What follows belongs to an exercise in optimizing a design on an open flow for small area; a production flow would make more cautious choices.
In this exercise RTL edits were held to simulation tests only and were not proved equivalent to the original.
The flow treats the clock pin as an ideal source. Dropping or thinning the clock tree relies on that and would not hold on a real chip.
No activity file was given, so power comes from the tool's default toggle rates.

== v43 ==
## steering
module steering(
                    PCLK,
                    PENABLE,
                    PSEL,
                    PRESETN,
                    PWRITE,
                    PREADY,
                    PSLVERR,
                    PADDR,
                    PWDATA,
                    PRDATA,
                    SERVOMOTOR1,
                    SERVOMOTOR2,
                    SERVOMOTORPWM,
                    SAMPLEINT);
Size: ~590 cells after synthesis, ~83 I/O pins, about 5400 µm² of cells after synthesis.
export LEC_CHECK = 0
export ABC_AREA = 1
export CAP_MARGIN = 20
export CORE_MARGIN = 2
export CORE_UTILIZATION = 85
export SLEW_MARGIN = 20
create_clock -name core_clock -period 10.0 [get_ports {PCLK}]
standard.sh (not shown) runs the stock make flow with config.mk's settings and CLKGATE_MAP_FILE= SYNTH_SCRIPT=/design/flow/synth_recipe.tcl, a recipe that flattens the netlist after the stock synthesis.
==> flow/flow/run.sh <==
#!/bin/bash
# Standard ORFS layout (the standard.sh) with these changes:
#  - after the floorplan, flow/rmp_stage.tcl re-maps the combinational logic for area
#    with OpenROAD's restructure (registers untouched) and merges the tie cells;
#  - buf_1 as the port buffer, and one tie cell per constant value instead of one per port;
#  - the clock tree is built by flow/mycts.tcl (one root buffer, six leaf buffers over
#    balanced k-means clusters of the flip-flops) instead of TritonCTS's H-tree, after
#    taking gates back to their smallest drive strength (repair_design then sizes up
#    what the slew and capacitance limits need).
# Each step's output goes to a log of its own: ORFS's logs under orfs/logs, make's output
# to flow_make_*.log, the restructure step to rmp_stage.log (ABC's to rmp_work/abc.log)
# and the clock tree step to cts_stage.log.
set -euo pipefail
here=$(pwd)
knobs=("BUFFER_PORTS_ARGS=-buffer_cell sky130_fd_sc_hd__buf_1" "SKIP_REPAIR_TIE_FANOUT=1")
res=$here/orfs/results/$FLOW_PLATFORM/steering/base
logs=$here/orfs/logs/$FLOW_PLATFORM/steering/base
bash standard.sh "${knobs[@]}" floorplan > flow_make_floorplan.log 2>&1
python3 $here/flow/filter_lib.py $FLOW_HOME/platforms/sky130hd/lib/sky130_fd_sc_hd__tt_025C_1v80.lib \
  $here/rmp_lib.lib > filter_lib.log 2>&1
RES_DIR=$res RMP_LIB=$here/rmp_lib.lib RMP_WORK=$here/rmp_work \
  openroad -no_init -exit $here/flow/rmp_stage.tcl > rmp_stage.log 2>&1
bash standard.sh "${knobs[@]}" place > flow_make_place.log 2>&1
RES_DIR=$res MYCTS_DIR=$here/flow MYCTS_NLEAF=6 MYCTS_LEAF=sky130_fd_sc_hd__buf_12 \
  MYCTS_ROOT=sky130_fd_sc_hd__clkbuf_8 \
  openroad -no_init -exit $here/flow/cts_stage.tcl > cts_stage.log 2>&1
cp cts_stage.log $logs/4_1_cts.log
cp $res/4_1_cts.odb $res/4_cts.odb
touch $res/4_cts.sdc
bash standard.sh "${knobs[@]}" finish > flow_make_finish.log 2>&1
Other scripts of this flow, unchanged in this note and not shown: flow/flow/cts_stage.tcl, flow/flow/filter_lib.py, flow/flow/mycts.tcl, flow/flow/rmp_stage.tcl
v43 finished all stages; the layout is clean.
## Diff of input files: v50 against v43
-- flow/config.mk --
<<< v43, line 11
export CORE_UTILIZATION = 85
>>> v50, line 11
export CORE_UTILIZATION = 80
[summary]
Compared with v43, v50 shows die boundary height higher by 2.5 µm. Changes observed in v50 relative to v43: wire length of the first global-routing pass went down by 700 µm; final cell count flat. Of v50 and v43, the higher total power belongs to v43. v50 ends up with higher x dimension of the die than v43 does. Comparing v50 and v43, the lower fmax was measured on v50. Worst clock skew (higher): v43.
Input-level comparison between v33 and v50:
-- flow/flow/run.sh --
<<< v50, line 6
#  - the clock tree is built by flow/mycts.tcl (one root buffer, six leaf buffers over
#    balanced k-means clusters of the flip-flops) instead of TritonCTS's H-tree, after
#    taking gates back to their smallest drive strength (repair_design then sizes up
#    what the slew and capacitance limits need).
# Each step's output goes to a log of its own: ORFS's logs under orfs/logs, make's output
# to flow_make_*.log, the restructure step to rmp_stage.log (ABC's to rmp_work/abc.log)
# and the clock tree step to cts_stage.log.
>>> v33, line 6
-- flow/config.mk --
<<< v50, line 11
export CORE_UTILIZATION = 80
>>> v33, line 11
export CORE_UTILIZATION = 70
export GPL_TIMING_DRIVEN = 0
==> run summary <==
- v33 vs v50 — area growth from synthesis to final layout rose 0.23 points.
- [compare] base=v50 new=v33: global-route usage now smaller, global routing usage on met2 has decreased, routed via count divided by cell count fell 5.5%.
--- input diff v33..v45 ---
-- flow/flow/run.sh --
<<< v33, line 6
>>> v45, line 6
#  - the clock tree is built by flow/mycts.tcl (one root buffer, six leaf buffers over
#    balanced k-means clusters of the flip-flops) instead of TritonCTS's H-tree, after
#    taking gates back to their smallest drive strength (repair_design then sizes up
#    what the slew and capacitance limits need).
# Each step's output goes to a log of its own: ORFS's logs under orfs/logs, make's output
# to flow_make_*.log, the restructure step to rmp_stage.log (ABC's to rmp_work/abc.log)
# and the clock tree step to cts_stage.log.
-- flow/config.mk --
<<< v33, line 12
export GPL_TIMING_DRIVEN = 0
>>> v45, line 12
export CTS_BUF_LIST = sky130_fd_sc_hd__clkbuf_8
Results
- No stage failed in v45, and the final checks on the layout all came back clean.
- v33 finished every stage and its layout cleared the timing, design-rule and antenna checks.
- v33 → v45: estimated wirelength of the detail-placed design held steady, register share of the cell area shrank by 0.21 points.
- Core utilization, v45 and v33: smaller value in v33
- Total routing usage reported by global routing of v45 is on par with v33.
- Part of the power in combinational logic was lower in the run labelled v33.
- Summary: with v33 as the reference, logic depth of the worst setup path including buffers in v45 moved up by more than 10%.
- Delta (v45 minus v33): register-to-register slack shows an increase of 0.22 ns; fmax went up by 0.0091 GHz.
Here is what was changed in the inputs of v21 compared with v45.
-- flow/config.mk --
<<< v45, line 12
export CTS_BUF_LIST = sky130_fd_sc_hd__clkbuf_8
>>> v21, line 12
export GPL_TIMING_DRIVEN = 0
==> comparison <==
- Relative to v45, met2 usage in global routing has increased by 0.43 points in v21.
- Relative to v45, v21 degrades setup slack.
- | final sum of negative setup slack | v21 vs v45 | ≈ equal |
- v45 and v21 ended up with roughly the same fraction of area in multi-input gates.
- Diff v45 -> v21: total routed wirelength saw a decrease; cell depth of the worst min-delay path held steady; required time of the critical path comparable; final non-filler cell area has decreased.
- For the met1 usage, v21 came in 0.69 points lower than v45 did.
No run of this note takes its clock network from TritonCTS; it comes from the design's own scripts or RTL.

## separate check: timing with driven ports
Ports are ideal in the flow. The routed layouts listed here were re-timed in OpenROAD. Step 1 (the two cells are an assumption about what drives the block):
set clk [get_ports {PCLK}]
set_driving_cell -lib_cell sky130_fd_sc_hd__clkbuf_16 $clk
set_driving_cell -lib_cell sky130_fd_sc_hd__buf_2 [delete_from_list [all_inputs] $clk]
Step 2 also shifts input and output timing later by t, the mid clock arrival at the registers, as if the neighbouring blocks saw the same clock. a / b / c = ideal / step 1 / step 2; a / b = the first two.
run	shift t [ns]	setup WS [ns]	worst hold slack (ns)	clock arrival spread, ns	cell pins on the clock port's net
v43	0.403	4.951 / 4.951 / 4.951	0.317 / 0.317 / 0.317	0.015 / 0.015	1
v50	0.395	4.803 / 4.803 / 4.803	0.334 / 0.334 / 0.334	0.009 / 0.009	1
v33	0.396	4.938 / 4.938 / 4.938	0.325 / 0.325 / 0.325	0.009 / 0.010	1
v45	0.404	5.161 / 5.161 / 5.161	0.324 / 0.324 / 0.324	0.015 / 0.014	1
v21	0.396	4.938 / 4.938 / 4.938	0.325 / 0.325 / 0.325	0.009 / 0.010	1
After both steps setup and hold are still met in every run listed.
